Optimization exercise on an open flow, not production practice.
RTL: at most simulated, not proved equivalent.
Function not checked: runs 2 and 3.
Power: default activity.

**design/flow/config.mk**
```make
export PLATFORM = sky130hd
export DESIGN_NAME = switch_4port
export DESIGN_NICKNAME = switch_4port
export VERILOG_FILES = /design/flow/design.v
export SDC_FILE = /design/flow/constraint.sdc
export NUM_CORES = 4
export LEC_CHECK = 0
export CAP_MARGIN = 20
export CORE_MARGIN = 2
export CORE_UTILIZATION = 40
export SLEW_MARGIN = 20
```
**design/flow/constraint.sdc**
```tcl
create_clock -name core_clock -period 5.5 [get_ports {clk}]
set_input_delay 1.1000 -clock core_clock [delete_from_list [all_inputs] [get_ports {clk}]]
set_output_delay 1.1000 -clock core_clock [all_outputs]
set_load 0.01 [all_outputs]
```
**design/flow/design.v**
```verilog
package switch_defs;
	localparam PTR_W = $clog2(4);
	localparam PKT_W = 2*4 + 8;
	typedef struct packed {
		logic [4-1:0]  source;
		logic [4-1:0]  target;
		logic [8-1:0] data;
	} packet_t;
endpackage
import switch_defs::*;
module sync_fifo (
	input  wire                          clk,
	input  wire                          we,
	input  wire [3:0]                    wr_ptr,
	input  wire [3:0]                    rd_ptr,
	input  wire [switch_defs::PKT_W-1:0] data_in,
	output wire [switch_defs::PKT_W-1:0] data_out
);
	localparam DEPTH = 15;
	reg [switch_defs::PKT_W-1:0] mem [0:DEPTH-1];
	always_ff @(posedge clk) begin
		if (we)
			mem[wr_ptr] <= data_in;
	end
	assign data_out = mem[rd_ptr];
endmodule
import switch_defs::*;
module rx_port (
	input  wire                          clk,
	input  wire                          rst_n,
	input  wire                          valid_in,
	input  wire [switch_defs::PKT_W-1:0] pkt_in,
	input  wire [4-1:0]         grant_vec,
	output reg  [switch_defs::PKT_W-1:0] hd_pkt,
	output reg  [4-1:0]         req
);
	reg        hv;         
	reg [3:0]  cnt;        
	reg [3:0]  rd_ptr;
	reg [3:0]  wr_ptr;
	reg        full;       
	wire [switch_defs::PKT_W-1:0] ring_out;
	wire [4-1:0] owed   = req & ~grant_vec;
	wire                  ld     = (owed == {4{1'b0}});  
	wire                  push   = valid_in & ~full;
	wire                  r_ne   = (cnt != 4'd0);
	wire                  deq    = ld & r_ne;           
	wire                  to_hd  = ld & ~r_ne;          
	wire                  enq    = push & ~to_hd;       
	wire [3:0] cnt_n = cnt + {3'b0, enq} - {3'b0, deq};
	wire       hv_n  = ~ld | r_ne | push;
	sync_fifo ring (
		.clk      (clk),
		.we       (enq),
		.wr_ptr   (wr_ptr),
		.rd_ptr   (rd_ptr),
		.data_in  (pkt_in),
		.data_out (ring_out)
	);
	always_ff @(posedge clk or negedge rst_n) begin
		if (!rst_n) begin
			hv     <= 1'b0;
			cnt    <= 4'd0;
			rd_ptr <= 4'd0;
			wr_ptr <= 4'd0;
			full   <= 1'b0;
			req    <= {4{1'b0}};
		end else begin
			hv     <= hv_n;
			cnt    <= cnt_n;
			full   <= hv_n & (cnt_n == 4'd15);
			if (deq) rd_ptr <= (rd_ptr == 4'd14) ? 4'd0 : rd_ptr + 4'd1;
			if (enq) wr_ptr <= (wr_ptr == 4'd14) ? 4'd0 : wr_ptr + 4'd1;
			if (!ld)
				req <= owed;
			else if (r_ne)
				req <= ring_out[8 +: 4];
			else
				req <= push ? pkt_in[8 +: 4] : {4{1'b0}};
		end
	end
	always_ff @(posedge clk) begin
		if (ld)
			hd_pkt <= r_ne ? ring_out : pkt_in;
	end
endmodule
import switch_defs::*;
module tx_port #(
	parameter PORT_ID = 0
) (
	input  wire                                     clk,
	input  wire                                     rst_n,
	input  wire [4*switch_defs::PKT_W-1:0] rx_pkts,
	input  wire [4-1:0]                    rx_reqs,
	output reg  [4-1:0]                    grants,
	output reg                                      valid_out,
	output reg  [switch_defs::PKT_W-1:0]            pkt_out
);
	reg [1:0] rr_ptr;
	reg [1:0] win;
	wire      any = |rx_reqs;
	reg [switch_defs::PKT_W-1:0] pkt_out_n;
	always_comb begin
		logic [3:0] g;
		for (int i = 0; i < 4; i++) begin
			g[i] = rx_reqs[i];
			for (int j = 0; j < 4; j++) begin
				if (j != i && ((j - rr_ptr) & 3) < ((i - rr_ptr) & 3))
					g[i] = g[i] & ~rx_reqs[j];
			end
		end
		grants = g;
		win = {g[3] | g[2], g[3] | g[1]};
	end
	always_comb begin
		logic [switch_defs::PKT_W-1:0] p;
		p = '0;
		for (int i = 0; i < 4; i++)
			p = p | ({switch_defs::PKT_W{grants[i]}} & rx_pkts[i*switch_defs::PKT_W +: switch_defs::PKT_W]);
		pkt_out_n = p;
	end
	always_ff @(posedge clk or negedge rst_n) begin
		if (!rst_n) begin
			valid_out <= 1'b0;
			rr_ptr    <= 2'd0;
		end else begin
			valid_out <= any & ~grants[PORT_ID];
			if (any)
				rr_ptr <= win + 2'd1;
		end
	end
	always_ff @(posedge clk)
		pkt_out <= pkt_out_n;
endmodule
import switch_defs::*;
module switch_4port(
	input  logic       clk,
	input  logic       rst_n,
	input  logic       port0_valid_in,
	input  logic [3:0] port0_source_in,
	input  logic [3:0] port0_target_in,
	input  logic [7:0] port0_data_in,
	output logic       port0_valid_out,
	output logic [3:0] port0_source_out,
	output logic [3:0] port0_target_out,
	output logic [7:0] port0_data_out,
	input  logic       port1_valid_in,
	input  logic [3:0] port1_source_in,
	input  logic [3:0] port1_target_in,
	input  logic [7:0] port1_data_in,
	output logic       port1_valid_out,
	output logic [3:0] port1_source_out,
	output logic [3:0] port1_target_out,
	output logic [7:0] port1_data_out,
	input  logic       port2_valid_in,
	input  logic [3:0] port2_source_in,
	input  logic [3:0] port2_target_in,
	input  logic [7:0] port2_data_in,
	output logic       port2_valid_out,
	output logic [3:0] port2_source_out,
	output logic [3:0] port2_target_out,
	output logic [7:0] port2_data_out,
	input  logic       port3_valid_in,
	input  logic [3:0] port3_source_in,
	input  logic [3:0] port3_target_in,
	input  logic [7:0] port3_data_in,
	output logic       port3_valid_out,
	output logic [3:0] port3_source_out,
	output logic [3:0] port3_target_out,
	output logic [7:0] port3_data_out
);
	localparam NUM_PORTS = 4;
	localparam W = switch_defs::PKT_W;
	wire [NUM_PORTS*W-1:0] rx_pkt_in;
	wire [NUM_PORTS*W-1:0] tx_pkt_out;
	wire [NUM_PORTS-1:0]   rx_valid_in;
	wire [NUM_PORTS-1:0]   tx_valid_out;
	assign rx_pkt_in[0*W +: W] = {port0_source_in, port0_target_in, port0_data_in};
	assign rx_pkt_in[1*W +: W] = {port1_source_in, port1_target_in, port1_data_in};
	assign rx_pkt_in[2*W +: W] = {port2_source_in, port2_target_in, port2_data_in};
	assign rx_pkt_in[3*W +: W] = {port3_source_in, port3_target_in, port3_data_in};
	assign rx_valid_in = {port3_valid_in, port2_valid_in, port1_valid_in, port0_valid_in};
	assign {port0_source_out, port0_target_out, port0_data_out} = tx_pkt_out[0*W +: W];
	assign {port1_source_out, port1_target_out, port1_data_out} = tx_pkt_out[1*W +: W];
	assign {port2_source_out, port2_target_out, port2_data_out} = tx_pkt_out[2*W +: W];
	assign {port3_source_out, port3_target_out, port3_data_out} = tx_pkt_out[3*W +: W];
	assign {port3_valid_out, port2_valid_out, port1_valid_out, port0_valid_out} = tx_valid_out;
	wire [NUM_PORTS*W-1:0] hd_pkts;
	wire [NUM_PORTS-1:0]   reqs   [NUM_PORTS-1:0];  
	wire [NUM_PORTS-1:0]   grants [NUM_PORTS-1:0];  
	genvar i;
	generate
		for (i = 0; i < NUM_PORTS; i++) begin : PORTS
			logic [NUM_PORTS-1:0] my_grant_vec;
			logic [NUM_PORTS-1:0] my_req_vec;
			always_comb begin
				for (int j = 0; j < NUM_PORTS; j++) begin
					my_grant_vec[j] = grants[j][i];
					my_req_vec[j]   = reqs[j][i];
				end
			end
			rx_port rx_inst (
				.clk(clk), .rst_n(rst_n),
				.valid_in(rx_valid_in[i]),
				.pkt_in(rx_pkt_in[i*W +: W]),
				.grant_vec(my_grant_vec),
				.hd_pkt(hd_pkts[i*W +: W]),
				.req(reqs[i])
			);
			tx_port #(.PORT_ID(i)) tx_inst (
				.clk(clk), .rst_n(rst_n),
				.rx_pkts(hd_pkts),
				.rx_reqs(my_req_vec),
				.grants(grants[i]),
				.valid_out(tx_valid_out[i]),
				.pkt_out(tx_pkt_out[i*W +: W])
			);
		end
	endgenerate
endmodule
```
**design/flow/run.sh**
```bash
#!/bin/bash
# synth_recipe.tcl (not shown) runs the flow's synth.tcl, then flattens the netlist and writes it again
# the make line also repeats each setting of config.mk as NAME=value (left out here)
make -C /OpenROAD-flow-scripts/flow DESIGN_CONFIG=/design/flow/config.mk WORK_HOME=/design/flow/orfs CLKGATE_MAP_FILE= SYNTH_SCRIPT=/design/flow/synth_recipe.tcl finish
```
==> results_dict.tcl, run 1 <==
set metrics [dict create \
    critPathLaunchType "register" \
    grt_max_degree 66 \
    worst-setup-path-type "reg -> reg" \
    synthFlopType "edfxtp_1" \
    postRouteAntennaNets 0 \
    yosys-top-cells-area "edfxtp_1 65%, mux4_2 8.4%, dfrtp_1 4.3%, dfxtp_1 2.7%, mux2i_1 1.7%" \
    synth_fp_nets 2794 \
    first_iter_violations 2615 \
    drc 0 \
    drt_wl_total_um 123000 \
    clk_path_buf_depth 3 \
    placed_cells 4282 \
    setup_slack_ns 1.32 \
    avgViaCountPerCell 5.79 \
    rsz0062_at_grt "no" \
    cp.arrival_ns 4.79 \
    coreArea_um2 117000 \
    postCtsHoldBufs 0 \
    antenna_found_initial 4 \
    synth_cell_type_count 68 \
    cpPeakStageDelay_ns 0.54 \
    cp-end-kind "register" \
    synth_seq_area_share_pct 72.3 \
    routedWlPerCell_um 27.2 \
    synth_seq_cells 1168 \
    final_nets 2988 \
    power.total_mw 32.5 \
    dieArea_um2 120000 \
    ctsResizeCount 0 \
    io_buffer_count 137 \
    synth-edff-count 1024 \
    synth_most_common_cell "edfxtp_1" \
    r2r_slack_ns 1.32 \
    peakVddDrop_uv 324 \
    area_growth_pct 16.1 \
    rows 125 \
    clk_pin_slew_ns 0.07 \
    place_hpwl_um 77600 \
    p_leak_nw 18.2 \
    cts-root-buf "clkbuf_16" \
    slew_viol_final 0 \
    start_util_pct 40.4 \
    fin_skew_ns 0.0320 \
    cts-htree-levels 3 \
    r2r-start "PORTS[3].tx_inst.rr_ptr[1]" \
    post_route_cells_drive_above_1_share_pct 19.2 \
    grt.overflow.total 0 \
    numCtsBuffers 117 \
    gp_congestion 0.861 \
    grt_usage_pct 20.2 \
    reg2reg_depth 16 \
    synthArstFlopShare_pct 6.85 \
    layout.cells.non_filler 4504 \
    final.setup.tns_ns 0 \
    hold_violations 0 \
    synthTopCellsByCount "1024 x edfxtp_1, 176 x mux4_2, 122 x nand2_1, 93 x nor2_1" \
    preCtsSetupSlack_ns 1.33 \
    yosysTopAreaCell "edfxtp_1" \
    hold_class "in -> async" \
    n_fill_cell 9718 \
    max_freq_mhz 239 \
    fin_util_pct 46.9 \
    cts_tree "done" \
    dieHeight_um 347 \
    cpMaxStageDelayCell "inv_2" \
    yosysTopAreaCellShare_pct 65.3 \
    yosysWarnings 7 \
    syn_area_per_cell_um2 17.5 \
    timing.max_cap.violations 0 \
    insertion_delay_ns 0.71 \
    final-setup-viol-count 0 \
    crit_chain "inv_1 -> ha_1 -> nor2b_1 -> o31ai_1 -> nand4_2 -> inv_2 -> nand2_1 -> inv_1 -> ha_1 -> inv_1 -> ha_1 -> a21o_1 -> a21oi_1 -> xor2_1 -> nand4_1 -> a31oi_1" \
    grt_pass1_vias 26247 \
    numClockSinks 1168 \
    fin_crit_ns 4.18 \
    critPathMaxFanout 21 \
    finalCritPeriodShare_pct 76.1 \
    power_density_nw_per_um2 595 \
    r2r-end "PORTS[2].rx_inst.full" \
    worstPathRequired_ns 6.11 \
    vias 26090 \
    die_x_um 347 \
    dr.pass1.iters 5 \
    relSlewSlack_pct 18.2 \
    synth_area_um2 47100 \
    cts_setup_buffers 0 \
    tightest_slew_ns 1.22 \
    outcome "timing/DRC/antenna clean" \
    num_io_pins 138 \
    synth_cells 2684 \
    grt_pass1_wl_um 180000 \
]
[critical path: cells and delay by family, from the launching register on]
kind / cells / cell delay, ns
AOI/OAI and AO/OA: 4 / 0.98
xor gates and xnor gates: 1 / 0.22
adders and majority gates: 3 / 0.73
buffers and inverters: 4 / 0.85
DFF: 1 / 0.43
and+or+nand+nor: 4 / 0.88
[routing by layer]
| metal | vias up | share of wire [%] | track usage (%) |
|---|---|---|---|
| li1 | 11273 | - | - |
| met1 | 13561 | 44 | 29.4 |
| met2 | 1068 | 46 | 31.5 |
| met3 | 188 | 7.0 | 3.56 |
| met4 | 0 | 2.5 | 5.30 |
| met5 | - | 0 | 0 |
[worst max path at each step]
stage,startpoint,to,slack [ns],cells after the start
2_1_floorplan,port1_valid_in,PORTS[1].rx_inst.ring.mem[0][0],1.63,4
3_3_place_gp,PORTS[0].tx_inst.rr_ptr[1],PORTS[2].rx_inst.full,1.47,16
3_5_place_dp,PORTS[3].tx_inst.rr_ptr[1],PORTS[2].rx_inst.full,1.33,16
4_1_cts,PORTS[3].tx_inst.rr_ptr[1],PORTS[2].rx_inst.full,1.31,16
5_1_grt,PORTS[3].tx_inst.rr_ptr[1],PORTS[2].rx_inst.full,0.94,16
6_report,PORTS[3].tx_inst.rr_ptr[1],PORTS[2].rx_inst.full,1.32,16
[cell families after synthesis]
kind of cell	count (synthesis)	synth area share [%]
flops	1168	72.3
compound gates	549	8.66
simple gates	414	4.59
mux	280	10.9
buf+inv	225	2.28
fa+ha+maj	40	1.13
xor+xnor	8	0.149
[cell usage in the layout, fill, tap and decap left out, drive strengths merged, types with 64 or more instances in the layout]
master / count
clkbuf: 148
a22oi: 68
mux4: 182
dfxtp: 64
nor2: 94
mux2i: 81
dfrtp: 80
edfxtp: 1024
nand2: 122
o21ai: 91
nor2b: 67
inv: 64
clkdlybuf4s50: 136
o211ai: 64
buf: 106
[where the power goes]
part	internal [mW]	leakage (nW)	switching, mW
registers	11.5	10.8	1.81
logic	4.41	5.50	6.47
clock network	4.95	1.97	3.37
[area by class of cell]
cell class,count,area (µm²),share of cell area [%]
multi-input combinational,1291,12200,22.4
tap,1524,1910,3.49
inverter,58,218,0.398
sequential,1168,34100,62.3
antenna,3,7.51,0.0137
clock buffer,148,3190,5.84
clock inverter,70,858,1.57
timing repair buffer,242,2180,3.99
[metrics by stage]
step	hold WS, ns	area [µm²]
global route	0.441	54600
detailed placement	0.562	50600
finish	0.429	54600
global placement	0.573	50500
CTS	0.407	54600
floorplan	0.507	47100
[registers in the layout (all words and copies together) (netlist names), 8 cells and up]
register and count:
PORTS.tx_inst.rr_ptr 8, PORTS.rx_inst.ring.mem 960, PORTS.rx_inst.rd_ptr 16, PORTS.tx_inst.pkt_out 64, PORTS.rx_inst.hd_pkt 64, PORTS.rx_inst.req 16, PORTS.rx_inst.cnt 16, PORTS.rx_inst.wr_ptr 16
==> run 2: changes to the inputs <==
--- a/design/flow/design.v
+++ b/design/flow/design.v
@@ -35,7 +35,6 @@
 	output reg  [4-1:0]         req
 );
 	reg        hv;         
-	reg [3:0]  cnt;        
 	reg [3:0]  rd_ptr;
 	reg [3:0]  wr_ptr;
 	reg        full;       
@@ -43,15 +42,17 @@
 	wire [4-1:0] owed   = req & ~grant_vec;
 	wire                  ld     = (owed == {4{1'b0}});  
 	wire                  push   = valid_in & ~full;
-	wire                  r_ne   = (cnt != 4'd0);
+	wire                  r_ne   = (rd_ptr != wr_ptr) | full;   
 	wire                  deq    = ld & r_ne;           
 	wire                  to_hd  = ld & ~r_ne;          
 	wire                  enq    = push & ~to_hd;       
-	wire [3:0] cnt_n = cnt + {3'b0, enq} - {3'b0, deq};
+	wire [3:0] rd_i  = (rd_ptr == 4'd14) ? 4'd0 : rd_ptr + 4'd1;
+	wire [3:0] wr_i  = (wr_ptr == 4'd14) ? 4'd0 : wr_ptr + 4'd1;
+	wire       c14   = (wr_i == rd_ptr);    
 	wire       hv_n  = ~ld | r_ne | push;
 	sync_fifo ring (
 		.clk      (clk),
-		.we       (enq),
+		.we       (push),   
 		.wr_ptr   (wr_ptr),
 		.rd_ptr   (rd_ptr),
 		.data_in  (pkt_in),
@@ -60,17 +61,15 @@
 	always_ff @(posedge clk or negedge rst_n) begin
 		if (!rst_n) begin
 			hv     <= 1'b0;
-			cnt    <= 4'd0;
 			rd_ptr <= 4'd0;
 			wr_ptr <= 4'd0;
 			full   <= 1'b0;
 			req    <= {4{1'b0}};
 		end else begin
 			hv     <= hv_n;
-			cnt    <= cnt_n;
-			full   <= hv_n & (cnt_n == 4'd15);
-			if (deq) rd_ptr <= (rd_ptr == 4'd14) ? 4'd0 : rd_ptr + 4'd1;
-			if (enq) wr_ptr <= (wr_ptr == 4'd14) ? 4'd0 : wr_ptr + 4'd1;
+			full   <= ~ld & (full | (c14 & push));
+			if (deq) rd_ptr <= rd_i;
+			if (enq) wr_ptr <= wr_i;
 			if (!ld)
 				req <= owed;
 			else if (r_ne)
@@ -96,21 +95,18 @@
 	output reg                                      valid_out,
 	output reg  [switch_defs::PKT_W-1:0]            pkt_out
 );
-	reg [1:0] rr_ptr;
-	reg [1:0] win;
+	reg [3:0] rr;    
 	wire      any = |rx_reqs;
 	reg [switch_defs::PKT_W-1:0] pkt_out_n;
 	always_comb begin
-		logic [3:0] g;
+		logic [3:0] r;
+		r = rx_reqs;
 		for (int i = 0; i < 4; i++) begin
-			g[i] = rx_reqs[i];
-			for (int j = 0; j < 4; j++) begin
-				if (j != i && ((j - rr_ptr) & 3) < ((i - rr_ptr) & 3))
-					g[i] = g[i] & ~rx_reqs[j];
-			end
-		end
-		grants = g;
-		win = {g[3] | g[2], g[3] | g[1]};
+			grants[i] = r[i] & ( rr[i]
+				| (rr[(i+3)%4] & ~r[(i+3)%4])
+				| (rr[(i+2)%4] & ~r[(i+2)%4] & ~r[(i+3)%4])
+				| (rr[(i+1)%4] & ~r[(i+1)%4] & ~r[(i+2)%4] & ~r[(i+3)%4]));
+		end
 	end
 	always_comb begin
 		logic [switch_defs::PKT_W-1:0] p;
@@ -122,11 +118,11 @@
 	always_ff @(posedge clk or negedge rst_n) begin
 		if (!rst_n) begin
 			valid_out <= 1'b0;
-			rr_ptr    <= 2'd0;
+			rr        <= 4'b0001;
 		end else begin
 			valid_out <= any & ~grants[PORT_ID];
 			if (any)
-				rr_ptr <= win + 2'd1;
+				rr <= {grants[2:0], grants[3]};
 		end
 	end
 	always_ff @(posedge clk)
--- a/design/flow/config.mk
+++ b/design/flow/config.mk
@@ -7,5 +7,7 @@
 export LEC_CHECK = 0
 export CAP_MARGIN = 20
 export CORE_MARGIN = 2
-export CORE_UTILIZATION = 40
+export CORE_UTILIZATION = 60
+export PLACE_DENSITY = 0.75
+export SETUP_SLACK_MARGIN = 3.3
 export SLEW_MARGIN = 20
==> run 2 against run 1 <==
Final cell count down 9.6%. Setup slack gained 1.7 ns. Global-route usage is 11 points higher. Register-to-register slack improved by 1.7 ns. Non-clock buffer count up 184. Count of clock-buffer cells in the layout down 3. Synthesized area is 1.7% lower. Clock power down 7.2%. Largest power group unchanged. Highest routed layer is now met5.
==> results_dict.tcl, run 2 <==
set metrics [dict create \
    cts-htree-levels 3 \
    cts-root-buf "clkbuf_16" \
    gr-usage-met2_pct 50.8 \
    gp_congestion 0.921 \
    drc 0 \
    tightest_slew_ns 0.898 \
    first_iter_violations 4549 \
    top_regs "PORTS.rx_inst.ring.mem x960, PORTS.rx_inst.hd_pkt x64, PORTS.tx_inst.pkt_out x64" \
    coreArea_um2 76200 \
    post_route_cells_drive_above_1_share_pct 36.2 \
    numClockSinks 1160 \
    vias 27802 \
    num_io_pins 138 \
    postRouteAntennaNets 0 \
    max_freq_mhz 408 \
    syn_area_per_cell_um2 18.1 \
    final.setup.tns_ns 0 \
    synthFlopType "edfxtp_1" \
    cts_tree "done" \
    finalCritPeriodShare_pct 44.6 \
    critPathMaxFanout 6 \
    grt.overflow.total 0 \
    slew_viol_final 0 \
    synth_fp_nets 2632 \
    rsz0062_at_grt "yes" \
    clk_pin_slew_ns 0.07 \
    grt_pass1_vias 26872 \
    yosysWarnings 7 \
    routedWlPerCell_um 31.7 \
    die_x_um 282 \
    hold_violations 0 \
    postCtsHoldBufs 0 \
    fin_skew_ns 0.0362 \
    clk_path_buf_depth 3 \
    drt_wl_total_um 129000 \
    dieHeight_um 282 \
    critPathLaunchType "register" \
    yosys-top-cells-area "edfxtp_1 66%, mux4_2 12%, dfrtp_1 3.7%, dfxtp_1 2.8%, nand2_1 1.8%" \
    synth_cells 2562 \
    synth_most_common_cell "edfxtp_1" \
    most-common-layout-cells "1024 x edfxtp_1, 240 x mux4_2, 197 x nand2_1" \
    regMostFlops "PORTS.rx_inst.ring.mem" \
    reg2reg_depth 6 \
    layout_commonest_cell "edfxtp_1" \
    io_buffer_count 137 \
    avgViaCountPerCell 6.83 \
    cp.arrival_ns 2.89 \
    worst-setup-path-type "reg -> reg" \
    dieArea_um2 79300 \
    synth_cell_type_count 74 \
    largest_register_ffs 960 \
    yosysTopAreaCellShare_pct 66.5 \
    p_leak_nw 19.0 \
    relSlewSlack_pct 39.9 \
    rows 101 \
    fin_crit_ns 2.45 \
    r2r_slack_ns 3.05 \
    yosysTopAreaCell "edfxtp_1" \
    numCtsBuffers 111 \
    grt_max_degree 91 \
    insertion_delay_ns 0.71 \
    synthTopCellsByCount "1024 x edfxtp_1, 240 x mux4_2, 225 x nand2_1, 106 x clkbuf_1, 105 x o21ai_0" \
    dr.pass1.iters 14 \
    power.total_mw 19.6 \
    timing.max_cap.violations 0 \
    gr-usage-met3_pct 7.33 \
    synth_area_um2 46300 \
    synth-edff-count 1024 \
    final-setup-viol-count 0 \
    grt_pass1_wl_um 179000 \
    cp-end-kind "register" \
    place_hpwl_um 65300 \
    synth_seq_cells 1160 \
    power_density_nw_per_um2 339 \
    antenna_found_initial 5 \
    grt_busiest_layer "met2" \
    met1_usage_pct 42.2 \
    final_nets 3020 \
    synthArstFlopShare_pct 6.21 \
    peakVddDrop_uv 281 \
    area_growth_pct 25.1 \
    outcome "timing/DRC/antenna clean" \
    hold_class "in -> async" \
    synth_seq_area_share_pct 73.1 \
    grt_usage_pct 31.3 \
    n_fill_cell 3890 \
    worstPathRequired_ns 5.94 \
    start_util_pct 60.7 \
]
[run 2: cell types whose count changed after synthesis, sizes merged, moves of 32 or more]
cell    previous run  this run
mux4             182       240
buf               86        47
inv               58        23
ha                36         0
a311oi            36         4
nor2b             67        21
nand2            122       226
a211oi            55        13
o211ai            64        10
[run 2: timing repair]
item | CTS | global route
gates cloned | 25 | 4
buffers inserted | 168 | 59
pin swaps | 76 | 53
setup endpoints to repair | 1158 | 545
gates resized for setup | 523 | 215
[run 2: cell families after synthesis]
group / after synthesis / synth area share, %
xor gates and xnor gates: 25 / 0.473
buffers and inverters: 176 / 1.57
muxes: 366 / 14.6
and+or+nand+nor: 445 / 4.37
DFF: 1160 / 73.1
AOI/OAI and AO/OA: 390 / 5.89
[run 2: worst paths after layout]
check / from / to
worst max-delay path: PORTS[0].rx_inst.rd_ptr[0] / PORTS[0].rx_inst.hd_pkt[3]
max in group asynchronous: rst_n / PORTS[1].rx_inst.rd_ptr[1]
worst min-delay path: rst_n / PORTS[1].tx_inst.valid_out
worst min register to register: PORTS[2].tx_inst.rr[1] / PORTS[2].tx_inst.rr[1]
min in group core_clock: PORTS[2].tx_inst.rr[1] / PORTS[2].tx_inst.rr[1]
worst max register to register: PORTS[0].rx_inst.rd_ptr[0] / PORTS[0].rx_inst.hd_pkt[3]
[run 2: critical path: stages (launching register included)]
cell,delay [ns]
dfrtp_4,0.49
buf_6,0.12
buf_12,0.14
buf_16,0.14
mux4_2,0.52
mux4_2,0.48
mux2_4,0.29
[run 2: layout make-up]
cell class / count / area (µm²) / area share (%)
sequential: 1160 / 34000 / 58.7
multi-input combinational: 1227 / 13300 / 23.0
timing repair buffer: 426 / 5560 / 9.61
clock buffer: 145 / 3030 / 5.24
tap: 1030 / 1290 / 2.23
clock inverter: 59 / 604 / 1.04
inverter: 23 / 106 / 0.184
timing repair inverter: 1 / 7.51 / 0.0130
antenna: 2 / 5.00 / 0.00865
[run 2: layer usage]
metal | part of all wire [%] | wire (µm) | vias up
met5 | 0.021 | 27 | -
met4 | 4.4 | 5630 | 4
met3 | 11 | 14300 | 460
met2 | 49 | 63700 | 2050
met1 | 35 | 45600 | 14147
li1 | - | - | 11141
[run 2: metrics by stage]
stage                     hold WS, ns  worst slack [ns]  std cells  util, %  cell area [µm²]
after floorplan                 0.491              2.98       2562        -            47000
after global placement          0.510              1.57       3610     64.5            49200
after detailed placement        0.531              1.41       3611     64.6            49200
after CTS                       0.534              2.81       4008     74.0            56400
after global routing            0.482              3.05       4072     75.9            57900
final                           0.442              3.05       4073     75.9            57900
[run 2: power by group]
group / switching [mW] / internal [mW]
Sequential: 0.362 / 9.85
Combinational: 1.04 / 0.647
Clock: 3.37 / 4.36
==> run 3: changes to the inputs <==
--- a/design/flow/design.v
+++ b/design/flow/design.v
@@ -52,7 +52,7 @@
 	wire       hv_n  = ~ld | r_ne | push;
 	sync_fifo ring (
 		.clk      (clk),
-		.we       (push),   
+		.we       (~full),  
 		.wr_ptr   (wr_ptr),
 		.rd_ptr   (rd_ptr),
 		.data_in  (pkt_in),
==> run 3 against run 2 <==
Final cell count increased by 0.25%. Sequential share of layout area rose by 1.2 points. Clock power decreased by 2%. Highest routed layer unchanged. Worst hold slack improved by 0.079 ns. Power is 11% higher. Combinational power up 110%. Clock skew rose by 0.0020 ns. Register-to-register slack is essentially flat. Sequential cell count unchanged. Largest cell class unchanged. Routed wire length fell by 5.2%. Core utilization down 1.6 points. Non-clock buffer count down 19.
==> results_dict.tcl, run 3 <==
set metrics [dict create \
    yosysWarnings 7 \
    numCtsBuffers 113 \
    yosys-top-cells-area "edfxtp_1 66%, mux4_2 11%, dfrtp_1 3.7%, dfxtp_1 2.8%, a22oi_1 2.1%" \
    cts-root-buf "clkbuf_16" \
    r2r_slack_ns 3.05 \
    min_from "PORTS[1].rx_inst.req[2]" \
    clk_path_buf_depth 3 \
    dieArea_um2 79400 \
    relSlewSlack_pct 31.5 \
    layout_commonest_cell "edfxtp_1" \
    final.setup.tns_ns 0 \
    final-setup-viol-count 0 \
    synth_most_common_cell "edfxtp_1" \
    fin_skew_ns 0.0382 \
    synth_seq_area_share_pct 73.0 \
    post_route_cells_drive_above_1_share_pct 34.5 \
    tightest_slew_ns 1.03 \
    final_nets 3023 \
    grt.overflow.total 0 \
    cts_tree "done" \
    hold_violations 0 \
    rsz0062_at_grt "yes" \
    coreArea_um2 76200 \
    critPathMaxFanout 7 \
    synth_cells 2594 \
    p_leak_nw 19.0 \
    top_regs "PORTS.rx_inst.ring.mem x960, PORTS.rx_inst.hd_pkt x64, PORTS.tx_inst.pkt_out x64" \
    crit_family "multiplexers" \
    drt_wl_total_um 123000 \
    synthTopCellsByCount "1024 x edfxtp_1, 228 x mux4_2, 182 x nand2_1, 132 x a22oi_1, 109 x clkbuf_1" \
    grt_pass1_wl_um 174000 \
    routedWlPerCell_um 30.0 \
    start_util_pct 60.8 \
    cp.arrival_ns 2.89 \
    cts-htree-levels 3 \
    reg2reg_depth 6 \
    place_hpwl_um 65000 \
    yosysTopAreaCellShare_pct 66.4 \
    gp_congestion 0.902 \
    preCtsSetupSlack_ns 2.26 \
    syn_area_per_cell_um2 17.9 \
    max_freq_mhz 407 \
    cpMaxStageDelayCell "dfrtp_4" \
    peakVddDrop_uv 294 \
    fin_crit_ns 2.45 \
    antenna_found_initial 4 \
    worstPathRequired_ns 5.94 \
    slew_viol_final 0 \
    synthArstFlopShare_pct 6.21 \
    crit_chain "buf_6 -> buf_12 -> buf_16 -> mux4_2 -> mux4_2 -> mux2_4" \
    numClockSinks 1160 \
    postRouteAntennaNets 0 \
    placed_area_um2 49200 \
    dr.pass1.iters 10 \
    holdPathStages 1 \
    dieHeight_um 282 \
    r2r-start "PORTS[3].rx_inst.rd_ptr[0]" \
    placed_cells 3675 \
    timing.max_cap.violations 0 \
    synthFlopType "edfxtp_1" \
    area_growth_pct 22.3 \
    r2r-end "PORTS[3].rx_inst.hd_pkt[1]" \
    rows 101 \
    io_buffer_count 137 \
    critPathLaunchType "register" \
    grt_usage_pct 30.1 \
    cpPeakStageDelay_ns 0.54 \
    die_x_um 282 \
    regMostFlops "PORTS.rx_inst.ring.mem" \
    power_density_nw_per_um2 384 \
    vias 27341 \
    yosysTopAreaCell "edfxtp_1" \
    layout.cells.non_filler 4083 \
    synth_seq_cells 1160 \
    hold_class "reg -> reg" \
    drc 0 \
    cp-end-kind "register" \
    insertion_delay_ns 0.70 \
    stdcell_area_um2 56700 \
    postCtsHoldBufs 0 \
    synth_fp_nets 2664 \
    worst-setup-path-type "reg -> reg" \
    setup_slack_ns 3.05 \
    first_iter_violations 4012 \
    synth_area_um2 46300 \
    synth_cell_type_count 59 \
    hold_path_end "PORTS[2].tx_inst.rr[0]" \
    largest_register_ffs 960 \
    finalCritPeriodShare_pct 44.6 \
    most-common-layout-cells "1024 x edfxtp_1, 228 x mux4_2, 180 x nand2_1" \
    num_io_pins 138 \
    grt_max_degree 73 \
    cp_common_cell "mux4_2" \
    synth-edff-count 1024 \
    outcome "timing/DRC/antenna clean" \
    clk_pin_slew_ns 0.07 \
    critPathBufInv 3 \
    avgViaCountPerCell 6.70 \
    grt_pass1_vias 26668 \
]
## run 3: worst register-to-register path, stage by stage, from the launching register on
cell and delay [ns]:
dfrtp_4 0.54, buf_6 0.16, buf_12 0.12, buf_16 0.14, mux4_2 0.46, mux4_2 0.51, mux2_4 0.27
## run 3: worst max path at each step
stage,start,to,slack (ns),cells past startpoint
after floorplan,PORTS[2].tx_inst.rr[0],PORTS[1].rx_inst.rd_ptr[3],3.25,7
after global placement,PORTS[3].rx_inst.rd_ptr[0],PORTS[3].rx_inst.hd_pkt[3],2.31,4
after detailed placement,PORTS[3].rx_inst.rd_ptr[0],PORTS[3].rx_inst.hd_pkt[1],2.26,4
after CTS,PORTS[0].rx_inst.wr_ptr[3],PORTS[0].rx_inst.ring.mem[7][2],3.04,2
after global routing,PORTS[0].rx_inst.req[1],PORTS[3].rx_inst.rd_ptr[0],3.02,8
final,PORTS[3].rx_inst.rd_ptr[0],PORTS[3].rx_inst.hd_pkt[1],3.05,6
## run 3: routing by layer
metal,routed length [µm],track usage [%]
met1,44400,41.6
met2,60200,48.4
met3,13500,5.68
met4,4500,11.1
met5,30,0
## run 3: cells by family (layout without fill, tap and decap cells)
kind of cell	after synthesis	count (layout)	share of synthesized area [%]
muxes	378	378	14.5
AOI/OAI and AO/OA	427	427	6.21
and+or+nand+nor	411	412	4.09
xor gates and xnor gates	24	24	0.454
DFF	1160	1160	73.0
buffers and inverters	194	649	1.71
other	0	3	0
## run 3: layout make-up
type / instances / area [µm²]
clock buffer: 149 / 3110
inverter: 30 / 128
timing repair buffer: 407 / 4700
multi-input combinational: 1241 / 12900
tap: 1030 / 1290
sequential: 1160 / 34000
antenna: 3 / 7.51
clock inverter: 63 / 524
fill: 4091 / 19500
## run 3: per-stage QoR
stage          hold slack [ns]  utilization, %  power, mW
2_1_floorplan            0.506               -       12.6
3_3_place_gp             0.536            64.5       13.5
3_5_place_dp             0.557            64.6       13.6
4_1_cts                  0.567            72.3       21.4
5_1_grt                  0.557            74.3       22.4
6_report                 0.521            74.4       21.8
## run 3: what timing repair did
| item | CTS | global route |
|---|---|---|
| cloned | 18 | 5 |
| buffers inserted | 106 | 64 |
| setup endpoints to repair | 500 | 457 |
| pin swaps | 32 | 57 |
| resized for setup | 543 | 203 |
## run 3: power breakdown
part	switching [mW]	leakage, nW	internal, mW
logic	1.96	6.58	1.50
clock network	3.34	1.78	4.24
registers	0.456	10.6	10.3
==> run 4: changes to the inputs <==
--- a/design/flow/design.v
+++ b/design/flow/design.v
@@ -12,9 +12,9 @@
 	input  wire                          clk,
 	input  wire                          we,
 	input  wire [3:0]                    wr_ptr,
-	input  wire [3:0]                    rd_ptr,
+	input  wire [14:0]                   rd_oh,
 	input  wire [switch_defs::PKT_W-1:0] data_in,
-	output wire [switch_defs::PKT_W-1:0] data_out
+	output reg  [switch_defs::PKT_W-1:0] data_out
 );
 	localparam DEPTH = 15;
 	reg [switch_defs::PKT_W-1:0] mem [0:DEPTH-1];
@@ -22,7 +22,13 @@
 		if (we)
 			mem[wr_ptr] <= data_in;
 	end
-	assign data_out = mem[rd_ptr];
+	always_comb begin
+		logic [switch_defs::PKT_W-1:0] d;
+		d = '0;
+		for (int k = 0; k < DEPTH; k++)
+			d = d | ({switch_defs::PKT_W{rd_oh[k]}} & mem[k]);
+		data_out = d;
+	end
 endmodule
 import switch_defs::*;
 module rx_port (
@@ -35,40 +41,39 @@
 	output reg  [4-1:0]         req
 );
 	reg        hv;         
-	reg [3:0]  rd_ptr;
+	reg [14:0] rd_oh;      
 	reg [3:0]  wr_ptr;
 	reg        full;       
 	wire [switch_defs::PKT_W-1:0] ring_out;
 	wire [4-1:0] owed   = req & ~grant_vec;
 	wire                  ld     = (owed == {4{1'b0}});  
 	wire                  push   = valid_in & ~full;
-	wire                  r_ne   = (rd_ptr != wr_ptr) | full;   
+	wire                  r_ne   = ~rd_oh[wr_ptr] | full;   
 	wire                  deq    = ld & r_ne;           
 	wire                  to_hd  = ld & ~r_ne;          
 	wire                  enq    = push & ~to_hd;       
-	wire [3:0] rd_i  = (rd_ptr == 4'd14) ? 4'd0 : rd_ptr + 4'd1;
 	wire [3:0] wr_i  = (wr_ptr == 4'd14) ? 4'd0 : wr_ptr + 4'd1;
-	wire       c14   = (wr_i == rd_ptr);    
+	wire       c14   = rd_oh[wr_i];         
 	wire       hv_n  = ~ld | r_ne | push;
 	sync_fifo ring (
 		.clk      (clk),
 		.we       (~full),  
 		.wr_ptr   (wr_ptr),
-		.rd_ptr   (rd_ptr),
+		.rd_oh    (rd_oh),
 		.data_in  (pkt_in),
 		.data_out (ring_out)
 	);
 	always_ff @(posedge clk or negedge rst_n) begin
 		if (!rst_n) begin
 			hv     <= 1'b0;
-			rd_ptr <= 4'd0;
+			rd_oh  <= 15'd1;
 			wr_ptr <= 4'd0;
 			full   <= 1'b0;
 			req    <= {4{1'b0}};
 		end else begin
 			hv     <= hv_n;
 			full   <= ~ld & (full | (c14 & push));
-			if (deq) rd_ptr <= rd_i;
+			if (deq) rd_oh <= {rd_oh[13:0], rd_oh[14]};
 			if (enq) wr_ptr <= wr_i;
 			if (!ld)
 				req <= owed;
--- a/design/flow/config.mk
+++ b/design/flow/config.mk
@@ -8,6 +8,8 @@
 export CAP_MARGIN = 20
 export CORE_MARGIN = 2
 export CORE_UTILIZATION = 60
+export CTS_CLUSTER_DIAMETER = 80
+export CTS_CLUSTER_SIZE = 24
 export PLACE_DENSITY = 0.75
 export SETUP_SLACK_MARGIN = 3.3
 export SLEW_MARGIN = 20
==> run 4 against run 3 <==
Clock power fell by 36%. Synthesized cell count rose by 11%. Non-clock buffer count rose by 16. Power fell by 13%. Synthesized area fell by 0.57%. Die area fell by 0.56%. Critical path depth rose by 2. Worst hold slack got worse by 0.021 ns. Clock skew rose by 0.0048 ns. Critical path type unchanged.
==> results_dict.tcl, run 4 <==
set metrics [dict create \
    outcome "timing/DRC/antenna clean" \
    cts-root-buf "clkbuf_16" \
    slew_viol_final 0 \
    worst-setup-path-type "reg -> reg" \
    synth_area_um2 46100 \
    hold_class "in -> async" \
    internal-power_mw 13.9 \
    relSlewSlack_pct 36.7 \
    yosysTopAreaCell "edfxtp_1" \
    layout.cells.non_filler 4261 \
    cts_tree "done" \
    n_fill_cell 4423 \
    coreArea_um2 75900 \
    clk_path_buf_depth 3 \
    synth_seq_cells 1204 \
    hold_violations 0 \
    final-setup-viol-count 0 \
    dieArea_um2 79000 \
    tightest_slew_ns 0.941 \
    postCtsHoldBufs 0 \
    area_growth_pct 18.8 \
    final.setup.tns_ns 0 \
    die_x_um 281 \
    multi_input_area_um2 11900 \
    numClockSinks 1204 \
    grt_pass1_wl_um 194000 \
    r2r-start "PORTS[0].tx_inst.rr[2]" \
    reg2reg_depth 8 \
    start_util_pct 60.6 \
    gp_congestion 0.918 \
    synth_cells 2883 \
    yosysTopAreaCellShare_pct 66.8 \
    p_sw_share_pct 26.8 \
    critPathMaxFanout 5 \
    yosysWarnings 7 \
    cpPeakStageDelay_ns 0.60 \
    grt_max_degree 52 \
    place_hpwl_um 75800 \
    r2r-end "PORTS[1].rx_inst.wr_ptr[1]" \
    synthTopCellsByCount "1024 x edfxtp_1, 220 x a22oi_1, 191 x nand2_1, 160 x clkbuf_1, 159 x nor2_1" \
    power_density_nw_per_um2 347 \
    rows 101 \
    vias 30789 \
    p_comb_share_pct 15.1 \
    numCtsBuffers 57 \
    worstPathRequired_ns 6.08 \
    synth_seq_area_share_pct 75.9 \
    drc 0 \
    grt.overflow.total 0 \
    critPathBufInv 2 \
    drt_wl_total_um 140000 \
    p_sw_mw 5.10 \
    fin_crit_ns 2.44 \
    p_clk_share_pct 25.7 \
    first_iter_violations 5562 \
    critPathLaunchType "register" \
    postRouteAntennaNets 0 \
    insertion_delay_ns 0.69 \
    stdcell_area_um2 54700 \
    layout_commonest_cell "edfxtp_1" \
    io_buffer_count 137 \
    seqPwrFrac_pct 59.3 \
    top_regs "PORTS.rx_inst.ring.mem x960, PORTS.rx_inst.hd_pkt x64, PORTS.tx_inst.pkt_out x64" \
    cp_common_cell "buf_6" \
    synth_most_common_cell "edfxtp_1" \
    final_nets 3246 \
    cts-htree-levels 2 \
    antenna_found_initial 16 \
    clk_pin_slew_ns 0.10 \
    syn_area_per_cell_um2 16.0 \
    placed_cells 3949 \
    finalCritPeriodShare_pct 44.4 \
    placed_area_um2 48900 \
    timing.max_cap.violations 0 \
    ff_latch_area_um2 35200 \
    num_io_pins 138 \
    routedWlPerCell_um 32.8 \
    synthArstFlopShare_pct 9.63 \
    cpMaxStageDelayCell "or4_4" \
    post_route_cells_drive_above_1_share_pct 26.3 \
    yosys-top-cells-area "edfxtp_1 67%, dfrtp_1 5.9%, a22oi_1 3.6%, a222oi_1 2.8%, dfxtp_1 2.8%" \
    grt_usage_pct 33.9 \
    p_leak_nw 18.4 \
    avgViaCountPerCell 7.23 \
    synth_fp_nets 2953 \
    synthFlopType "edfxtp_1" \
    peakVddDrop_uv 295 \
    synth-edff-count 1024 \
    regMostFlops "PORTS.rx_inst.ring.mem" \
    crit_family "simple AND/OR/NAND/NOR gates" \
    dieHeight_um 281 \
    largest_register_ffs 960 \
    fin_skew_ns 0.0430 \
    cp-end-kind "register" \
    synth_cell_type_count 78 \
    dr.pass1.iters 12 \
    cp.arrival_ns 3.02 \
    rsz0062_at_grt "yes" \
    r2r_slack_ns 3.06 \
    most-common-layout-cells "1024 x edfxtp_1, 218 x a22oi_1, 183 x buf_4" \
    crit_chain "nor4b_4 -> nand2b_4 -> nor2_2 -> or4_4 -> buf_6 -> buf_6 -> o211a_1 -> mux2i_1" \
    grt_pass1_vias 29016 \
    max_freq_mhz 409 \
]
-- run 4: cell types whose count changed after synthesis, sizes merged, moves of 22 or more --
cell,change
a21oi,+34
a221oi,+74
a222oi,+128
a22o,+88
a22oi,+88
a41oi,+22
and3,+33
clkbuf,+50
dfrtp,+40
mux2i,-69
mux4,-220
nand3,+64
nor2,+65
o21ai,-67
-- run 4: how the worst max path moves through the flow --
| stage | cells past startpoint | end | from |
|---|---|---|---|
| detailed placement | 6 | PORTS[3].rx_inst.rd_oh[11] | PORTS[3].rx_inst.wr_ptr[1] |
| CTS | 1 | port0_valid_out | PORTS[0].tx_inst.valid_out |
| floorplan | 4 | PORTS[2].rx_inst.ring.mem[0][0] | PORTS[2].rx_inst.wr_ptr[1] |
| global route | 8 | PORTS[1].rx_inst.wr_ptr[1] | PORTS[0].tx_inst.rr[2] |
| finish | 8 | PORTS[1].rx_inst.wr_ptr[1] | PORTS[0].tx_inst.rr[2] |
| global placement | 6 | PORTS[3].rx_inst.rd_oh[14] | PORTS[3].rx_inst.wr_ptr[1] |
-- run 4: cells by family (layout without fill, tap and decap cells) --
logic type / after synthesis / count (layout) / synth area share, %
flops: 1204 / 1204 / 75.9
other cells: 0 / 7 / 0
mux: 106 / 106 / 2.90
buf+inv: 232 / 565 / 2.03
simple gates: 584 / 586 / 5.95
compound gates: 757 / 763 / 13.3
-- run 4: final cells by class --
cell class                 count  share of cell area, %
antenna                        7                 0.0320
clock buffer                  97                   2.96
clock inverter                10                  0.185
inverter                      34                  0.293
multi-input combinational   1455                   21.8
sequential                  1204                   64.2
tap                         1030                   2.36
timing repair buffer         423                   8.11
timing repair inverter         1                 0.0160
-- run 4: stage by stage --
step	setup slack, ns	power, mW	hold WS [ns]	util [%]
2_1_floorplan	2.91	12.4	0.473	-
3_3_place_gp	1.92	13.2	0.494	64.4
3_5_place_dp	1.81	13.3	0.511	64.4
4_1_cts	3.10	18.5	0.499	69.9
5_1_grt	3.01	19.4	0.530	72.0
6_report	3.06	19.0	0.500	72.1
-- run 4: repair_timing --
item,4_1_cts,5_1_grt
endpoints found under the setup margin,799,655
resized for setup,579,274
pin swaps,38,46
buffers inserted,130,43
endpoints found under the hold margin,0,0
gates cloned,17,8
-- run 4: routing by layer --
metal | vias to the layer above | track usage (%) | share of wire (%)
li1 | 12305 | - | -
met4 | 10 | 14.3 | 4.5
met3 | 454 | 7.66 | 14
met5 | - | 0 | 0.050
met1 | 15389 | 47.0 | 35
met2 | 2631 | 52.5 | 46
-- run 4: power by group through the flow --
stage | registers, mW | clock network (mW) | logic (mW)
after floorplan | 11.1 | 0 | 1.35
after global placement | 11.4 | 0 | 1.75
after detailed placement | 11.5 | 0 | 1.83
after CTS | 11.2 | 4.84 | 2.41
after global routing | 11.3 | 5.16 | 2.97
final | 11.3 | 4.88 | 2.86
==> run 5: changes to the inputs <==
--- a/design/flow/config.mk
+++ b/design/flow/config.mk
@@ -11,5 +11,5 @@
 export CTS_CLUSTER_DIAMETER = 80
 export CTS_CLUSTER_SIZE = 24
 export PLACE_DENSITY = 0.75
-export SETUP_SLACK_MARGIN = 3.3
+export SETUP_SLACK_MARGIN = 3.1
 export SLEW_MARGIN = 20
==> run 5 against run 4 <==
Final cell count decreased by 2.6%. First-iteration DRC count down 6.7%. Sequential share of layout area up 3.3 points. Critical endpoint is now PORTS[0].tx_inst.pkt_out[5]. Clock skew fell by 0.0060 ns. Sequential power about the same. Setup slack worse by 0.098 ns. Synthesized cell count stayed put. Non-clock buffer count shrank 101. Synthesized area unchanged. Core utilization fell by 3.7 points.
==> results_dict.tcl, run 5 <==
set metrics [dict create \
    synthArstFlopShare_pct 9.63 \
    power_density_nw_per_um2 350 \
    synth_most_common_cell "edfxtp_1" \
    yosysTopAreaCellShare_pct 66.8 \
    tightest_slew_ns 1.16 \
    drt_wl_total_um 132000 \
    yosysWarnings 7 \
    synth_fp_nets 2953 \
    vias 29399 \
    synthFlopType "edfxtp_1" \
    area_growth_pct 12.7 \
    numCtsBuffers 56 \
    fin_util_pct 68.3 \
    routedWlPerCell_um 31.9 \
    rsz0062_at_grt "yes" \
    avgViaCountPerCell 7.08 \
    stdcell_area_um2 51900 \
    layout_commonest_cell "edfxtp_1" \
    cts_tree "done" \
    synthTopCellsByCount "1024 x edfxtp_1, 220 x a22oi_1, 191 x nand2_1, 160 x clkbuf_1, 159 x nor2_1" \
    synth-edff-count 1024 \
    r2r-start "PORTS[3].rx_inst.req[0]" \
    power.total_mw 18.1 \
    grt.overflow.total 0 \
    final-setup-viol-count 0 \
    setup_slack_ns 2.96 \
    hold_class "in -> async" \
    critPathLaunchType "register" \
    p_comb_share_pct 12.3 \
    dr.pass1.iters 12 \
    synth_cell_type_count 78 \
    synth_seq_cells 1204 \
    top_regs "PORTS.rx_inst.ring.mem x960, PORTS.rx_inst.hd_pkt x64, PORTS.tx_inst.pkt_out x64" \
    grt_pass1_vias 27862 \
    placed_cells 3956 \
    largest_register_ffs 960 \
    worst-setup-path-type "reg -> reg" \
    p_sw_mw 4.68 \
    insertion_delay_ns 0.67 \
    grt_usage_pct 32.7 \
    gp_congestion 0.917 \
    synth_cells 2883 \
    cts-htree-levels 2 \
    place_hpwl_um 75900 \
    regMostFlops "PORTS.rx_inst.ring.mem" \
    worst_hold_slack_ns 0.495 \
    synth_seq_area_share_pct 75.9 \
    numClockSinks 1204 \
    hold_violations 0 \
    fin_crit_ns 2.54 \
    worstPathRequired_ns 6.03 \
    syn_area_per_cell_um2 16.0 \
    relSlewSlack_pct 22.7 \
    num_io_pins 138 \
    synth_area_um2 46100 \
    post_route_cells_drive_above_1_share_pct 15.4 \
    clk_path_buf_depth 3 \
    die_x_um 281 \
    max_freq_mhz 393 \
    slew_viol_final 0 \
    fin_skew_ns 0.0370 \
    cp-end-kind "register" \
    layout.cells.non_filler 4150 \
    coreArea_um2 75900 \
    final_nets 3139 \
    grt_max_degree 69 \
    crit_start "PORTS[3].rx_inst.req[0]" \
    first_iter_violations 5189 \
    preCtsSetupSlack_ns 2.00 \
    antenna_found_initial 9 \
    seqPwrFrac_pct 61.9 \
    io_buffer_count 137 \
    grt_pass1_wl_um 187000 \
    dieHeight_um 281 \
    peakVddDrop_uv 271 \
    outcome "timing/DRC/antenna clean" \
    rows 101 \
    start_util_pct 60.6 \
    p_leak_nw 17.4 \
    p_sw_share_pct 25.8 \
    dieArea_um2 79000 \
    yosys-top-cells-area "edfxtp_1 67%, dfrtp_1 5.9%, a22oi_1 3.6%, a222oi_1 2.8%, dfxtp_1 2.8%" \
    placed_area_um2 48800 \
    most-common-layout-cells "1024 x edfxtp_1, 218 x a22oi_1, 190 x nand2_1" \
    p_clk_share_pct 25.8 \
    internal-power_mw 13.5 \
    finalCritPeriodShare_pct 46.2 \
    drc 0 \
    timing.max_cap.violations 0 \
    postRouteAntennaNets 0 \
    yosysTopAreaCell "edfxtp_1" \
    critPathMaxFanout 17 \
    clk_pin_slew_ns 0.10 \
    final.setup.tns_ns 0 \
    cts-root-buf "clkbuf_16" \
    cp.arrival_ns 3.07 \
]
## run 5: cell types whose count changed in the layout (fill, tap and decap cells not counted), moves of 23 or more
| cell | before | now |
|---|---|---|
| buf_4 | 183 | 152 |
| dfxtp_1 | 17 | 63 |
| dlygate4sd2_1 | 0 | 49 |
| mux2_2 | 18 | 44 |
| a21oi_1 | 29 | 52 |
| buf_6 | 95 | 13 |
| mux2_4 | 60 | 32 |
| nor2_1 | 112 | 151 |
| nor2_4 | 34 | 3 |
| dfxtp_2 | 44 | 0 |
## run 5: power by group through the flow
stage / Combinational, mW / Clock [mW] / Sequential, mW
final: 2.24 / 4.67 / 11.2
after global routing: 2.34 / 5.00 / 11.3
after CTS: 2.04 / 4.70 / 11.2
after detailed placement: 1.77 / 0 / 11.5
after global placement: 1.72 / 0 / 11.4
after floorplan: 1.31 / 0 / 11.1
## run 5: per-layer routing
| layer | vias to the layer above | GRT usage, % | part of all wire (%) |
|---|---|---|---|
| li1 | 12058 | - | - |
| met1 | 14745 | 46.6 | 37 |
| met2 | 2226 | 51.4 | 46 |
| met3 | 358 | 5.89 | 13 |
| met4 | 12 | 11.7 | 4.1 |
| met5 | - | 0 | 0.061 |
## run 5: kinds of logic after synthesis
family / Yosys count / synth area share, %
compound gates: 757 / 13.3
mux: 106 / 2.90
simple gates: 584 / 5.95
buf+inv: 232 / 2.03
flops: 1204 / 75.9
## run 5: area by class of cell
cell class | count | area (µm²)
fillers | 4936 | 24000
clock inverters | 3 | 22.5
flip-flops and latches | 1204 | 35100
repair inverters | 1 | 8.76
clock buffers | 101 | 1600
inverters | 34 | 170
repair buffers | 322 | 3030
multi-input cells | 1450 | 10700
diodes | 5 | 12.5
well taps | 1030 | 1290
## run 5: worst max-delay path, cell delays in order, from the launching register on
cell and delay, ns:
dfrtp_2 0.46, nand2b_1 0.21, a21oi_2 0.24, o21a_1 0.95, a222oi_1 0.20, nand2_1 0.36
## run 5: repair_timing
item,CTS,global route
setup buffers,45,30
resized for setup,178,89
endpoints found under the setup margin,420,223
hold buffers,0,0
cloned,5,5
endpoints found under the hold margin,0,0
pin swaps,7,6
## run 5: final timing paths
| kind | cells after the start | slack (ns) | endpoint |
|---|---|---|---|
| min in group core_clock | 1 | 0.55 | PORTS[1].tx_inst.rr[0] |
| max | 5 | 2.96 | PORTS[0].tx_inst.pkt_out[5] |
| max reg2reg | 5 | 2.96 | PORTS[0].tx_inst.pkt_out[5] |
| max in group asynchronous | 2 | 3.46 | PORTS[0].rx_inst.wr_ptr[1] |
| min reg2reg | 1 | 0.55 | PORTS[1].tx_inst.rr[0] |
| min | 1 | 0.50 | PORTS[1].rx_inst.rd_oh[7] |
==> run 6: changes to the inputs <==
--- a/design/flow/design.v
+++ b/design/flow/design.v
@@ -44,16 +44,18 @@
 	reg [14:0] rd_oh;      
 	reg [3:0]  wr_ptr;
 	reg        full;       
+	reg        r_ne;       
 	wire [switch_defs::PKT_W-1:0] ring_out;
 	wire [4-1:0] owed   = req & ~grant_vec;
 	wire                  ld     = (owed == {4{1'b0}});  
 	wire                  push   = valid_in & ~full;
-	wire                  r_ne   = ~rd_oh[wr_ptr] | full;   
 	wire                  deq    = ld & r_ne;           
 	wire                  to_hd  = ld & ~r_ne;          
 	wire                  enq    = push & ~to_hd;       
 	wire [3:0] wr_i  = (wr_ptr == 4'd14) ? 4'd0 : wr_ptr + 4'd1;
 	wire       c14   = rd_oh[wr_i];         
+	wire [14:0] rd_n = {rd_oh[13:0], rd_oh[14]};
+	wire       c1    = rd_n[wr_ptr];        
 	wire       hv_n  = ~ld | r_ne | push;
 	sync_fifo ring (
 		.clk      (clk),
@@ -69,11 +71,13 @@
 			rd_oh  <= 15'd1;
 			wr_ptr <= 4'd0;
 			full   <= 1'b0;
+			r_ne   <= 1'b0;
 			req    <= {4{1'b0}};
 		end else begin
 			hv     <= hv_n;
 			full   <= ~ld & (full | (c14 & push));
-			if (deq) rd_oh <= {rd_oh[13:0], rd_oh[14]};
+			r_ne   <= enq | (r_ne & ~(deq & c1));
+			if (deq) rd_oh <= rd_n;
 			if (enq) wr_ptr <= wr_i;
 			if (!ld)
 				req <= owed;
==> run 6 against run 5 <==
Sequential cell count increased by 4. Clock power increased by 4%. Combinational power is 17% lower.
==> results_dict.tcl, run 6 <==
set metrics [dict create \
    clk_pin_slew_ns 0.09 \
    top_regs "PORTS.rx_inst.ring.mem x960, PORTS.rx_inst.hd_pkt x64, PORTS.tx_inst.pkt_out x64" \
    crit_chain "nand2b_1 -> a21oi_1 -> o21a_1 -> a222oi_1 -> nand2_1" \
    post_route_cells_drive_above_1_share_pct 13.1 \
    drt_wl_total_um 125000 \
    start_util_pct 60.7 \
    grt_pass1_wl_um 180000 \
    area_growth_pct 10.9 \
    synth_fp_nets 2962 \
    cts_tree "done" \
    tightest_slew_ns 1.08 \
    hold_violations 0 \
    synth_area_um2 46100 \
    cts-htree-levels 2 \
    slew_viol_final 0 \
    placed_area_um2 49000 \
    synthArstFlopShare_pct 9.93 \
    numClockSinks 1208 \
    synth-edff-count 1024 \
    io_buffer_count 137 \
    critPathMaxFanout 17 \
    antenna_found_initial 13 \
    grt.overflow.total 0 \
    grt_pass1_vias 27046 \
    cpPeakStageDelay_ns 0.62 \
    power_density_nw_per_um2 353 \
    num_io_pins 138 \
    final.setup.tns_ns 0 \
    rows 101 \
    cts-root-buf "clkbuf_16" \
    clk_path_buf_depth 3 \
    p_leak_nw 17.3 \
    drc 0 \
    final-setup-viol-count 0 \
    outcome "timing/DRC/antenna clean" \
    yosysWarnings 7 \
    worstPathRequired_ns 5.96 \
    yosysTopAreaCell "edfxtp_1" \
    power.total_mw 18.1 \
    n_fill_cell 4998 \
    worst_hold_slack_ns 0.303 \
    largest_register_ffs 960 \
    grt_usage_pct 31.4 \
    max_freq_mhz 404 \
    rsz0062_at_grt "yes" \
    insertion_delay_ns 0.67 \
    ff_latch_area_um2 35100 \
    first_iter_violations 4460 \
    dr.pass1.iters 13 \
    dieHeight_um 281 \
    avgViaCountPerCell 6.95 \
    peakVddDrop_uv 366 \
    crit_family "compound AO/OA/AOI/OAI gates" \
    stdcell_area_um2 51100 \
    hold_class "in -> async" \
    grt_max_degree 57 \
    synthTopCellsByCount "1024 x edfxtp_1, 352 x a22oi_1, 237 x nand2_1, 165 x clkbuf_1, 112 x dfrtp_1" \
    die_x_um 281 \
    gp_congestion 0.924 \
    final_nets 3084 \
    numCtsBuffers 57 \
    setup_slack_ns 3.03 \
    synth_most_common_cell "edfxtp_1" \
    fin_skew_ns 0.0176 \
    vias 28497 \
    synth_cells 2892 \
    syn_area_per_cell_um2 15.9 \
    cp.arrival_ns 2.94 \
    coreArea_um2 75900 \
    cpMaxStageDelayCell "a222oi_1" \
    routedWlPerCell_um 30.4 \
    fin_crit_ns 2.47 \
    synth_seq_cells 1208 \
    critPathLaunchType "register" \
    dieArea_um2 79100 \
    yosys-top-cells-area "edfxtp_1 67%, dfrtp_1 6.1%, a22oi_1 5.7%, dfxtp_1 2.8%, nand2_1 1.9%" \
    postRouteAntennaNets 0 \
    synth_seq_area_share_pct 76.0 \
    timing.max_cap.violations 0 \
    finalCritPeriodShare_pct 45.0 \
    critPathBufInv 0 \
    synthFlopType "edfxtp_1" \
    relSlewSlack_pct 28.1 \
    cp-end-kind "register" \
    worst-setup-path-type "reg -> reg" \
    preCtsSetupSlack_ns 2.16 \
    synth_cell_type_count 76 \
    most-common-layout-cells "1024 x edfxtp_1, 352 x a22oi_1, 236 x nand2_1" \
    multi_input_area_um2 10600 \
    regMostFlops "PORTS.rx_inst.ring.mem" \
    layout_commonest_cell "edfxtp_1" \
    yosysTopAreaCellShare_pct 66.7 \
    place_hpwl_um 73100 \
]
==> run 6: changes by cell type after synthesis, moves of 27 or more <==
cell / previous run / this run
a22o_1: 89 / 62
and3_1: 34 / 3
o22a_1: 2 / 49
a22oi_1: 220 / 352
nand4_1: 13 / 104
nor2_1: 159 / 84
nand3_1: 70 / 31
a222oi_1: 128 / 64
nand2_1: 191 / 237
==> run 6: cell families (layout without fill, tap and decap cells) <==
family / after synthesis / after routing / share of synthesized area (%)
AOI/OAI and AO/OA: 773 / 773 / 13.0
and+or+nand+nor: 585 / 586 / 6.30
buffers and inverters: 229 / 399 / 1.95
other: 0 / 6 / 0
DFF: 1208 / 1208 / 76.0
muxes: 97 / 97 / 2.71
==> run 6: per-layer routing <==
metal  vias to the layer above  GRT usage, %  wire length [µm]
met4                         8          10.6              4290
li1                      11932             -                 -
met2                      1999          47.5             56600
met5                         -             0                51
met1                     14264          45.7             48400
met3                       294          6.81             15300
==> run 6: what timing repair did <==
item / 4_1_cts / 5_1_grt
pin swaps: 5 / 1
cloned: 2 / 0
setup endpoints to repair: 440 / 289
setup buffers: 9 / 6
resized for setup: 119 / 61
hold buffers: 0 / 0
==> run 6: worst paths after layout <==
kind | slack [ns] | to | cells after the start | startpoint
worst min-delay path | 0.30 | PORTS[1].rx_inst.wr_ptr[2] | 1 | rst_n
min in group core_clock | 0.53 | PORTS[0].rx_inst.rd_oh[10] | 2 | PORTS[0].rx_inst.rd_oh[9]
worst max-delay path | 3.03 | PORTS[0].tx_inst.pkt_out[3] | 5 | PORTS[3].rx_inst.req[0]
worst min register to register | 0.53 | PORTS[0].rx_inst.rd_oh[10] | 2 | PORTS[0].rx_inst.rd_oh[9]
worst max register to register | 3.03 | PORTS[0].tx_inst.pkt_out[3] | 5 | PORTS[3].rx_inst.req[0]
max in group asynchronous | 4.10 | PORTS[0].rx_inst.rd_oh[1] | 2 | rst_n
==> run 6: layout make-up <==
class / count / share of cell area (%)
Clock buffer: 98 / 3.19
Tap cell: 1030 / 2.52
Multi-Input combinational cell: 1456 / 20.7
Inverter: 25 / 0.191
Antenna cell: 6 / 0.0294
Clock inverter: 10 / 0.176
Sequential cell: 1208 / 68.6
Timing Repair Buffer: 266 / 4.59
==> run 6: stage by stage <==
stage,cells,utilization [%]
2_1_floorplan,2892,-
3_3_place_gp,3967,64.6
3_5_place_dp,3968,64.6
4_1_cts,4087,67.1
5_1_grt,4097,67.3
6_report,4099,67.3
==> run 6: power breakdown <==
part	internal [mW]	switching [mW]	total, mW	leakage [nW]
clock network	2.10	2.74	4.84	0.839
logic	0.582	1.27	1.86	5.15
registers	10.7	0.643	11.4	11.3
==> run 7: changes to the inputs <==
--- a/design/flow/config.mk
+++ b/design/flow/config.mk
@@ -11,5 +11,5 @@
 export CTS_CLUSTER_DIAMETER = 80
 export CTS_CLUSTER_SIZE = 24
 export PLACE_DENSITY = 0.75
-export SETUP_SLACK_MARGIN = 3.1
+export SETUP_SLACK_MARGIN = 3.2
 export SLEW_MARGIN = 20
==> run 7 against run 6 <==
Global-route usage is 0.35 points higher. Core utilization grew 0.29 points. Synthesized cell count stayed put. Non-clock buffer count rose by 6. Critical path depth is 2 higher. Largest cell class unchanged. Count of clock-buffer cells in the layout is 3 higher. Sequential cell count did not move. Via count increased by 0.82%. Still clean. First-iteration DRC count grew 8.7%. Critical endpoint is now PORTS[2].rx_inst.rd_oh[8].
==> results_dict.tcl, run 7 <==
set metrics [dict create \
    vias 28730 \
    antenna_found_initial 6 \
    crit_family "simple AND/OR/NAND/NOR gates" \
    place_hpwl_um 73400 \
    worst_hold_slack_ns 0.542 \
    power.total_mw 18.1 \
    num_io_pins 138 \
    yosysTopAreaCell "edfxtp_1" \
    insertion_delay_ns 0.65 \
    top_regs "PORTS.rx_inst.ring.mem x960, PORTS.rx_inst.hd_pkt x64, PORTS.tx_inst.pkt_out x64" \
    coreArea_um2 75900 \
    most-common-layout-cells "1024 x edfxtp_1, 352 x a22oi_1, 236 x nand2_1" \
    hold_violations 0 \
    cp-end-kind "register" \
    p_clk_share_pct 26.2 \
    regMostFlops "PORTS.rx_inst.ring.mem" \
    clk_pin_slew_ns 0.10 \
    critPathMaxFanout 8 \
    crit_path_end "PORTS[2].rx_inst.rd_oh[8]" \
    seqPwrFrac_pct 62.6 \
    critPathLaunchType "register" \
    crit_chain "nor2_2 -> a221oi_2 -> nor3b_2 -> nor4_4 -> buf_12 -> and2_4 -> mux2_4" \
    p_sw_share_pct 26.0 \
    grt.overflow.total 0 \
    cts-htree-levels 2 \
    synth-edff-count 1024 \
    cp.arrival_ns 2.87 \
    max_freq_mhz 430 \
    peakVddDrop_uv 364 \
    p_leak_nw 17.3 \
    rsz0062_at_grt "yes" \
    drt_wl_total_um 127000 \
    first_iter_violations 4847 \
    power_density_nw_per_um2 353 \
    synthTopCellsByCount "1024 x edfxtp_1, 352 x a22oi_1, 237 x nand2_1, 165 x clkbuf_1, 112 x dfrtp_1" \
    syn_area_per_cell_um2 15.9 \
    setup_slack_ns 3.17 \
    dieHeight_um 281 \
    cts-root-buf "clkbuf_16" \
    cpPeakStageDelay_ns 0.60 \
    drc 0 \
    clk_path_buf_depth 3 \
    r2r-end "PORTS[2].rx_inst.rd_oh[8]" \
    placed_area_um2 49000 \
    reg2reg_depth 7 \
    avgViaCountPerCell 7.00 \
    placed_cells 3953 \
    dieArea_um2 79100 \
    fin_skew_ns 0.0202 \
    r2r_slack_ns 3.17 \
    timing.max_cap.violations 0 \
    gp_congestion 0.913 \
    yosysTopAreaCellShare_pct 66.7 \
    path_depth 7 \
    synth_seq_cells 1208 \
    relSlewSlack_pct 29.5 \
    synth_cells 2892 \
    grt_pass1_vias 27488 \
    slew_viol_final 0 \
    post_route_cells_drive_above_1_share_pct 17.1 \
    die_x_um 281 \
    hold_class "reg -> reg" \
    fin_crit_ns 2.33 \
    outcome "timing/DRC/antenna clean" \
    final.setup.tns_ns 0 \
    critPathBufInv 1 \
    synthFlopType "edfxtp_1" \
    r2r-start "PORTS[1].tx_inst.rr[0]" \
    area_growth_pct 11.4 \
    start_util_pct 60.7 \
    tightest_slew_ns 1.05 \
    preCtsSetupSlack_ns 2.60 \
    synth_fp_nets 2962 \
    finalCritPeriodShare_pct 42.3 \
    worst-setup-path-type "reg -> reg" \
    grt_usage_pct 31.7 \
    layout_commonest_cell "edfxtp_1" \
    rows 101 \
    crit_start "PORTS[1].tx_inst.rr[0]" \
    worstPathRequired_ns 6.04 \
    final_nets 3092 \
    n_fill_cell 4942 \
    cts_tree "done" \
    layout.cells.non_filler 4102 \
    yosysWarnings 7 \
    final-setup-viol-count 0 \
    p_sw_mw 4.71 \
    internal-power_mw 13.4 \
    cpMaxStageDelayCell "dfstp_2" \
    io_buffer_count 137 \
    yosys-top-cells-area "edfxtp_1 67%, dfrtp_1 6.1%, a22oi_1 5.7%, dfxtp_1 2.8%, nand2_1 1.9%" \
    synth_cell_type_count 76 \
    routedWlPerCell_um 30.9 \
    synth_area_um2 46100 \
    numCtsBuffers 57 \
    largest_register_ffs 960 \
    numClockSinks 1208 \
    grt_max_degree 68 \
    stdcell_area_um2 51300 \
    p_comb_share_pct 11.2 \
    synth_seq_area_share_pct 76.0 \
    synthArstFlopShare_pct 9.93 \
]
[run 7: cell count changes in the layout (fill, tap and decap cells not counted), sizes merged, moves of 2 or more]
cell	delta
clkbuf	+3
dlygate4sd2	-40
diode	-2
clkdlybuf4s15	-20
inv	-4
buf	+67
bufinv	-2
[run 7: worst min-delay path by stage]
stage	from	to	slack [ns]	cells past startpoint
2_1_floorplan	PORTS[3].tx_inst.rr[3]	PORTS[3].tx_inst.rr[3]	0.49	1
3_3_place_gp	PORTS[2].tx_inst.rr[3]	PORTS[2].tx_inst.rr[3]	0.51	1
3_5_place_dp	PORTS[2].tx_inst.rr[2]	PORTS[2].tx_inst.rr[2]	0.52	1
4_1_cts	PORTS[2].tx_inst.rr[2]	PORTS[2].tx_inst.rr[2]	0.54	1
5_1_grt	PORTS[2].tx_inst.rr[3]	PORTS[2].tx_inst.rr[3]	0.58	1
6_report	PORTS[0].tx_inst.rr[3]	PORTS[0].tx_inst.rr[3]	0.54	1
[run 7: cell type report]
cell class | instances | area (µm²) | area share, %
Timing Repair Buffer | 272 | 2300 | 4.47
Antenna cell | 4 | 10.0 | 0.0195
Inverter | 25 | 97.6 | 0.190
Tap cell | 1030 | 1290 | 2.51
Clock buffer | 101 | 1600 | 3.12
Clock inverter | 4 | 46.3 | 0.0902
Multi-Input combinational cell | 1458 | 10800 | 21.1
Sequential cell | 1208 | 35200 | 68.5
[run 7: power by group through the flow]
stage               Combinational [mW]  Clock, mW  Sequential [mW]
CTS                               1.88       4.75             11.3
detailed placement                1.77          0             11.5
finish                            2.03       4.74             11.3
global route                      2.15       5.05             11.4
global placement                  1.72          0             11.5
floorplan                         1.35          0             11.1
[run 7: per-layer routing]
| metal | global-route usage (%) | routed length (µm) |
|---|---|---|
| met1 | 45.5 | 48400 |
| met2 | 48.4 | 58000 |
| met3 | 7.11 | 15500 |
| met4 | 11.3 | 4630 |
| met5 | 0 | 27 |
[run 7: kinds of logic (layout without fill, tap and decap cells)]
| kind of cell | count (synthesis) | count (layout) | synth area share [%] |
|---|---|---|---|
| AO/OA/AOI/OAI | 773 | 773 | 13.0 |
| buffers and inverters | 229 | 402 | 1.95 |
| flip-flops | 1208 | 1208 | 76.0 |
| multiplexers | 97 | 97 | 2.71 |
| other | 0 | 4 | 0 |
| AND/OR/NAND/NOR | 585 | 588 | 6.30 |
[run 7: repair_timing]
action,4_1_cts,5_1_grt
hold buffers,0,0
cloned,4,3
setup endpoints to repair,667,379
resized for setup,381,87
buffers inserted,8,25
pin swaps,6,18
